This design comes from an exercise in tuning for small area and a short achievable clock period on the open sky130 flow, not from production work. In this exercise RTL edits were held to simulation tests only and were not proved equivalent to the original. Power and IR drop assume default switching activity.

==> job 7063 <==
// risc_core
module risc_core(
    input clk,
    input rst,
    output [15:0] imem_addr,
    input  [15:0] imem_data,
    output [15:0] dmem_addr,
    output [15:0] dmem_wdata,
    output dmem_we,
    output dmem_re,
    output io_we,
    input  [15:0] dmem_rdata,
    input  mem_ready
    );
clock: 12.0 ns
lec_check: 0
cap_margin: 20
core_margin: 2
core_utilization: 40
slew_margin: 20
synth_hierarchical: 1
standard.sh (not shown) runs the stock make flow with config.mk's settings and CLKGATE_MAP_FILE= SYNTH_SCRIPT=/design/flow/synth_recipe.tcl, a recipe that flattens the netlist after the stock synthesis.
==> flow/flow/run.sh <==
#!/bin/bash
# The standard layout (the standard.sh: ORFS synthesis, floorplan, place,
# CTS, route, finish) with two changes to how the layout is made:
#  - timing repair aims for a setup slack margin beyond the design's 12 ns
#    period, so that the layout is repaired towards a shorter achieved period;
#  - the port buffers are buf_2 cells instead of ORFS's default pick.
# Constraints and the clock are unchanged.
set -euo pipefail
MARGIN=${MARGIN:-8}
bash standard.sh SETUP_SLACK_MARGIN=$MARGIN \
    "BUFFER_PORTS_ARGS=-buffer_cell sky130_fd_sc_hd__buf_2" finish \
    > flow_standard.log 2>&1 || { tail -50 flow_standard.log; exit 1; }
tail -5 flow_standard.log
==> job 7854 (differences from job 7063) <==
--- a/flow/design.v
+++ b/flow/design.v
@@ -94,117 +94,117 @@
 wire one7_0, two7_0;
 m_benc u_enc7_0(b[15], b[14], b[13], one7_0, two7_0);
 wire pp7_0; m_bsel0 u_pp7_0(one7_0, neg7, a[0], pp7_0);
 wire pp7_1; m_bsel u_pp7_1(one7_0, two7_0, neg7, a[1], a[0], pp7_1);
 wire s1; m_xo2 u_s1(pp0_10, pp1_8, s1);
 wire c2; m_an2 u_c2(pp0_10, pp1_8, c2);
 wire s3; m_xo2 u_s3(pp0_11, pp1_9, s3);
 wire c4; m_an2 u_c4(pp0_11, pp1_9, c4);
-wire t5, s6; m_xo2 u_t5(pp0_12, pp1_10, t5); m_xo2 u_s6(t5, pp2_8, s6);
+wire s6; m_xo3 u_s6(pp0_12, pp1_10, pp2_8, s6);
 wire c7; m_mj3 u_c7(pp0_12, pp1_10, pp2_8, c7);
 wire s8; m_xo2 u_s8(pp3_6, pp4_4, s8);
 wire c9; m_an2 u_c9(pp3_6, pp4_4, c9);
-wire t10, s11; m_xo2 u_t10(pp0_13, pp1_11, t10); m_xo2 u_s11(t10, pp2_9, s11);
+wire s11; m_xo3 u_s11(pp0_13, pp1_11, pp2_9, s11);
 wire c12; m_mj3 u_c12(pp0_13, pp1_11, pp2_9, c12);
 wire s13; m_xo2 u_s13(pp3_7, pp4_5, s13);
 wire c14; m_an2 u_c14(pp3_7, pp4_5, c14);
-wire t15, s16; m_xo2 u_t15(pp0_14, pp1_12, t15); m_xo2 u_s16(t15, pp2_10, s16);
+wire s16; m_xo3 u_s16(pp0_14, pp1_12, pp2_10, s16);
 wire c17; m_mj3 u_c17(pp0_14, pp1_12, pp2_10, c17);
-wire t18, s19; m_xo2 u_t18(pp3_8, pp4_6, t18); m_xo2 u_s19(t18, pp5_4, s19);
+wire s19; m_xo3 u_s19(pp3_8, pp4_6, pp5_4, s19);
 wire c20; m_mj3 u_c20(pp3_8, pp4_6, pp5_4, c20);
 wire s21; m_xo2 u_s21(pp6_2, pp7_0, s21);
 wire c22; m_an2 u_c22(pp6_2, pp7_0, c22);
-wire t23, s24; m_xo2 u_t23(pp0_15, pp1_13, t23); m_xo2 u_s24(t23, pp2_11, s24);
-wire t26, s27; m_xo2 u_t26(pp3_9, pp4_7, t26); m_xo2 u_s27(t26, pp5_5, s27);
+wire s24; m_xo3 u_s24(pp0_15, pp1_13, pp2_11, s24);
+wire s27; m_xo3 u_s27(pp3_9, pp4_7, pp5_5, s27);
 wire s29; m_xo2 u_s29(pp6_3, pp7_1, s29);
 wire s31; m_xo2 u_s31(pp0_6, pp1_4, s31);
 wire c32; m_an2 u_c32(pp0_6, pp1_4, c32);
 wire s33; m_xo2 u_s33(pp0_7, pp1_5, s33);
 wire c34; m_an2 u_c34(pp0_7, pp1_5, c34);
-wire t35, s36; m_xo2 u_t35(pp0_8, pp1_6, t35); m_xo2 u_s36(t35, pp2_4, s36);
+wire s36; m_xo3 u_s36(pp0_8, pp1_6, pp2_4, s36);
 wire c37; m_mj3 u_c37(pp0_8, pp1_6, pp2_4, c37);
 wire s38; m_xo2 u_s38(pp3_2, pp4_0, s38);
 wire c39; m_an2 u_c39(pp3_2, pp4_0, c39);
-wire t40, s41; m_xo2 u_t40(pp0_9, pp1_7, t40); m_xo2 u_s41(t40, pp2_5, s41);
+wire s41; m_xo3 u_s41(pp0_9, pp1_7, pp2_5, s41);
 wire c42; m_mj3 u_c42(pp0_9, pp1_7, pp2_5, c42);
 wire s43; m_xo2 u_s43(pp3_3, pp4_1, s43);
 wire c44; m_an2 u_c44(pp3_3, pp4_1, c44);
-wire t45, s46; m_xo2 u_t45(pp2_6, pp3_4, t45); m_xo2 u_s46(t45, pp4_2, s46);
+wire s46; m_xo3 u_s46(pp2_6, pp3_4, pp4_2, s46);
 wire c47; m_mj3 u_c47(pp2_6, pp3_4, pp4_2, c47);
-wire t48, s49; m_xo2 u_t48(pp5_0, neg5, t48); m_xo2 u_s49(t48, s1, s49);
+wire s49; m_xo3 u_s49(pp5_0, neg5, s1, s49);
 wire c50; m_mj3 u_c50(pp5_0, neg5, s1, c50);
-wire t51, s52; m_xo2 u_t51(pp2_7, pp3_5, t51); m_xo2 u_s52(t51, pp4_3, s52);
+wire s52; m_xo3 u_s52(pp2_7, pp3_5, pp4_3, s52);
 wire c53; m_mj3 u_c53(pp2_7, pp3_5, pp4_3, c53);
-wire t54, s55; m_xo2 u_t54(pp5_1, s3, t54); m_xo2 u_s55(t54, c2, s55);
+wire s55; m_xo3 u_s55(pp5_1, s3, c2, s55);
 wire c56; m_mj3 u_c56(pp5_1, s3, c2, c56);
-wire t57, s58; m_xo2 u_t57(pp5_2, pp6_0, t57); m_xo2 u_s58(t57, neg6, s58);
+wire s58; m_xo3 u_s58(pp5_2, pp6_0, neg6, s58);
 wire c59; m_mj3 u_c59(pp5_2, pp6_0, neg6, c59);
-wire t60, s61; m_xo2 u_t60(s6, s8, t60); m_xo2 u_s61(t60, c4, s61);
+wire s61; m_xo3 u_s61(s6, s8, c4, s61);
 wire c62; m_mj3 u_c62(s6, s8, c4, c62);
-wire t63, s64; m_xo2 u_t63(pp5_3, pp6_1, t63); m_xo2 u_s64(t63, s11, s64);
+wire s64; m_xo3 u_s64(pp5_3, pp6_1, s11, s64);
 wire c65; m_mj3 u_c65(pp5_3, pp6_1, s11, c65);
-wire t66, s67; m_xo2 u_t66(s13, c7, t66); m_xo2 u_s67(t66, c9, s67);
+wire s67; m_xo3 u_s67(s13, c7, c9, s67);
 wire c68; m_mj3 u_c68(s13, c7, c9, c68);
-wire t69, s70; m_xo2 u_t69(neg7, s16, t69); m_xo2 u_s70(t69, s19, s70);
+wire s70; m_xo3 u_s70(neg7, s16, s19, s70);
 wire c71; m_mj3 u_c71(neg7, s16, s19, c71);
-wire t72, s73; m_xo2 u_t72(s21, c12, t72); m_xo2 u_s73(t72, c14, s73);
+wire s73; m_xo3 u_s73(s21, c12, c14, s73);
 wire c74; m_mj3 u_c74(s21, c12, c14, c74);
-wire t75, s76; m_xo2 u_t75(s24, s27, t75); m_xo2 u_s76(t75, s29, s76);
-wire t78, s79; m_xo2 u_t78(c17, c20, t78); m_xo2 u_s79(t78, c22, s79);
+wire s76; m_xo3 u_s76(s24, s27, s29, s76);
+wire s79; m_xo3 u_s79(c17, c20, c22, s79);
 wire s81; m_xo2 u_s81(pp0_4, pp1_2, s81);
 wire c82; m_an2 u_c82(pp0_4, pp1_2, c82);
 wire s83; m_xo2 u_s83(pp0_5, pp1_3, s83);
 wire c84; m_an2 u_c84(pp0_5, pp1_3, c84);
-wire t85, s86; m_xo2 u_t85(pp2_2, pp3_0, t85); m_xo2 u_s86(t85, neg3, s86);
+wire s86; m_xo3 u_s86(pp2_2, pp3_0, neg3, s86);
 wire c87; m_mj3 u_c87(pp2_2, pp3_0, neg3, c87);
-wire t88, s89; m_xo2 u_t88(pp2_3, pp3_1, t88); m_xo2 u_s89(t88, s33, s89);
+wire s89; m_xo3 u_s89(pp2_3, pp3_1, s33, s89);
 wire c90; m_mj3 u_c90(pp2_3, pp3_1, s33, c90);
-wire t91, s92; m_xo2 u_t91(neg4, s36, t91); m_xo2 u_s92(t91, s38, s92);
+wire s92; m_xo3 u_s92(neg4, s36, s38, s92);
 wire c93; m_mj3 u_c93(neg4, s36, s38, c93);
-wire t94, s95; m_xo2 u_t94(s41, s43, t94); m_xo2 u_s95(t94, c37, s95);
+wire s95; m_xo3 u_s95(s41, s43, c37, s95);
 wire c96; m_mj3 u_c96(s41, s43, c37, c96);
-wire t97, s98; m_xo2 u_t97(s46, s49, t97); m_xo2 u_s98(t97, c42, s98);
+wire s98; m_xo3 u_s98(s46, s49, c42, s98);
 wire c99; m_mj3 u_c99(s46, s49, c42, c99);
-wire t100, s101; m_xo2 u_t100(s52, s55, t100); m_xo2 u_s101(t100, c47, s101);
+wire s101; m_xo3 u_s101(s52, s55, c47, s101);
 wire c102; m_mj3 u_c102(s52, s55, c47, c102);
-wire t103, s104; m_xo2 u_t103(s58, s61, t103); m_xo2 u_s104(t103, c53, s104);
+wire s104; m_xo3 u_s104(s58, s61, c53, s104);
 wire c105; m_mj3 u_c105(s58, s61, c53, c105);
-wire t106, s107; m_xo2 u_t106(s64, s67, t106); m_xo2 u_s107(t106, c59, s107);
+wire s107; m_xo3 u_s107(s64, s67, c59, s107);
 wire c108; m_mj3 u_c108(s64, s67, c59, c108);
-wire t109, s110; m_xo2 u_t109(s70, s73, t109); m_xo2 u_s110(t109, c65, s110);
+wire s110; m_xo3 u_s110(s70, s73, c65, s110);
 wire c111; m_mj3 u_c111(s70, s73, c65, c111);
-wire t112, s113; m_xo2 u_t112(s76, s79, t112); m_xo2 u_s113(t112, c71, s113);
+wire s113; m_xo3 u_s113(s76, s79, c71, s113);
 wire s115; m_xo2 u_s115(pp0_2, pp1_0, s115);
 wire c116; m_an2 u_c116(pp0_2, pp1_0, c116);
 wire s117; m_xo2 u_s117(pp0_3, pp1_1, s117);
 wire c118; m_an2 u_c118(pp0_3, pp1_1, c118);
-wire t119, s120; m_xo2 u_t119(pp2_0, neg2, t119); m_xo2 u_s120(t119, s81, s120);
+wire s120; m_xo3 u_s120(pp2_0, neg2, s81, s120);
 wire c121; m_mj3 u_c121(pp2_0, neg2, s81, c121);
-wire t122, s123; m_xo2 u_t122(pp2_1, s83, t122); m_xo2 u_s123(t122, c82, s123);
+wire s123; m_xo3 u_s123(pp2_1, s83, c82, s123);
 wire c124; m_mj3 u_c124(pp2_1, s83, c82, c124);
-wire t125, s126; m_xo2 u_t125(s31, s86, t125); m_xo2 u_s126(t125, c84, s126);
+wire s126; m_xo3 u_s126(s31, s86, c84, s126);
 wire c127; m_mj3 u_c127(s31, s86, c84, c127);
-wire t128, s129; m_xo2 u_t128(c32, s89, t128); m_xo2 u_s129(t128, c87, s129);
+wire s129; m_xo3 u_s129(c32, s89, c87, s129);
 wire c130; m_mj3 u_c130(c32, s89, c87, c130);
-wire t131, s132; m_xo2 u_t131(c34, s92, t131); m_xo2 u_s132(t131, c90, s132);
+wire s132; m_xo3 u_s132(c34, s92, c90, s132);
 wire c133; m_mj3 u_c133(c34, s92, c90, c133);
-wire t134, s135; m_xo2 u_t134(c39, s95, t134); m_xo2 u_s135(t134, c93, s135);
+wire s135; m_xo3 u_s135(c39, s95, c93, s135);
 wire c136; m_mj3 u_c136(c39, s95, c93, c136);
-wire t137, s138; m_xo2 u_t137(c44, s98, t137); m_xo2 u_s138(t137, c96, s138);
+wire s138; m_xo3 u_s138(c44, s98, c96, s138);
 wire c139; m_mj3 u_c139(c44, s98, c96, c139);
-wire t140, s141; m_xo2 u_t140(c50, s101, t140); m_xo2 u_s141(t140, c99, s141);
+wire s141; m_xo3 u_s141(c50, s101, c99, s141);
 wire c142; m_mj3 u_c142(c50, s101, c99, c142);
-wire t143, s144; m_xo2 u_t143(c56, s104, t143); m_xo2 u_s144(t143, c102, s144);
+wire s144; m_xo3 u_s144(c56, s104, c102, s144);
 wire c145; m_mj3 u_c145(c56, s104, c102, c145);
-wire t146, s147; m_xo2 u_t146(c62, s107, t146); m_xo2 u_s147(t146, c105, s147);
+wire s147; m_xo3 u_s147(c62, s107, c105, s147);
 wire c148; m_mj3 u_c148(c62, s107, c105, c148);
-wire t149, s150; m_xo2 u_t149(c68, s110, t149); m_xo2 u_s150(t149, c108, s150);
+wire s150; m_xo3 u_s150(c68, s110, c108, s150);
 wire c151; m_mj3 u_c151(c68, s110, c108, c151);
-wire t152, s153; m_xo2 u_t152(c74, s113, t152); m_xo2 u_s153(t152, c111, s153);
+wire s153; m_xo3 u_s153(c74, s113, c111, s153);
 wire [15:0] r0 = {s153, s150, s147, s144, s141, s138, s135, s132, s129, s126, s123, s120, s117, neg1, pp0_1, pp0_0};
 wire [15:0] r1 = {c151, c148, c145, c142, c139, c136, c133, c130, c127, c124, c121, c118, c116, s115, 1'b0, neg0};
 m_add16 u_cpa(r0, r1, p);
 endmodule
 module m_add16(input [15:0] a, input [15:0] b, output [15:0] s);
 assign s = a + b;
 endmodule
 module m_benc(input b2, input b1, input b0, output one, output two);
@@ -215,16 +215,19 @@
 assign p = ((one & aj) | (two & ajm)) ^ neg;
 endmodule
 module m_bsel0(input one, input neg, input aj, output p);
 assign p = (one & aj) ^ neg;
 endmodule
 module m_xo2(input a, input b, output y);
 assign y = a ^ b;
 endmodule
+module m_xo3(input a, input b, input c, output y);
+assign y = a ^ b ^ c;
+endmodule
 module m_mj3(input a, input b, input c, output y);
 assign y = (a & b) | (a & c) | (b & c);
 endmodule
 module m_an2(input a, input b, output y);
 assign y = a & b;
 endmodule
 module opsel(
     input  [15:0]  prod,
==> notes <==
Between job 7854 and job 7063, the lower via count is in job 7854 (gap about 0.7%, measured against job 7063). Sequential power is about the same in job 7063 and job 7854. Between job 7063 and job 7854, the lower clock skew is in job 7063 (gap 15 ps). In job 7063 the design area is lower than in job 7854, by 1.6%. Against job 7063, the critical path depth of job 7854 is lower by 3. In job 7854 the global-route usage is higher than in job 7063, by 0.86 points. Total power: job 7854 is larger than job 7063 (1.1%).

port drivers added, routing unchanged:
No port has a modelled driver above. Below, the same layouts with a new extraction and two added sets of constraints. Step 1 (the two cells are an assumption about what drives the block):
set clk [get_ports {clk}]
set_driving_cell -lib_cell sky130_fd_sc_hd__clkbuf_16 $clk
set_driving_cell -lib_cell sky130_fd_sc_hd__buf_2 [delete_from_list [all_inputs] $clk]
Step 2, shift: input delay + t, output delay - t, t = (earliest + latest rising clock arrival at the registers) / 2. This alone moves slack from input paths to output paths. a / b / c = ideal ports / drivers / drivers and shift; a / b = the first two.
run | t (ns) | setup slack, ns | clock arrival spread, ns
job 7063 | 0.641 | 7.487 / 7.487 / 7.487 | 0.029 / 0.029
job 7854 | 0.653 | 7.804 / 7.804 / 7.408 | 0.042 / 0.043
After both steps setup and hold are still met in every run listed. The setup slack of job 7854, which loses most, moves by 0.000 ns with the drivers and by -0.396 ns with both steps.
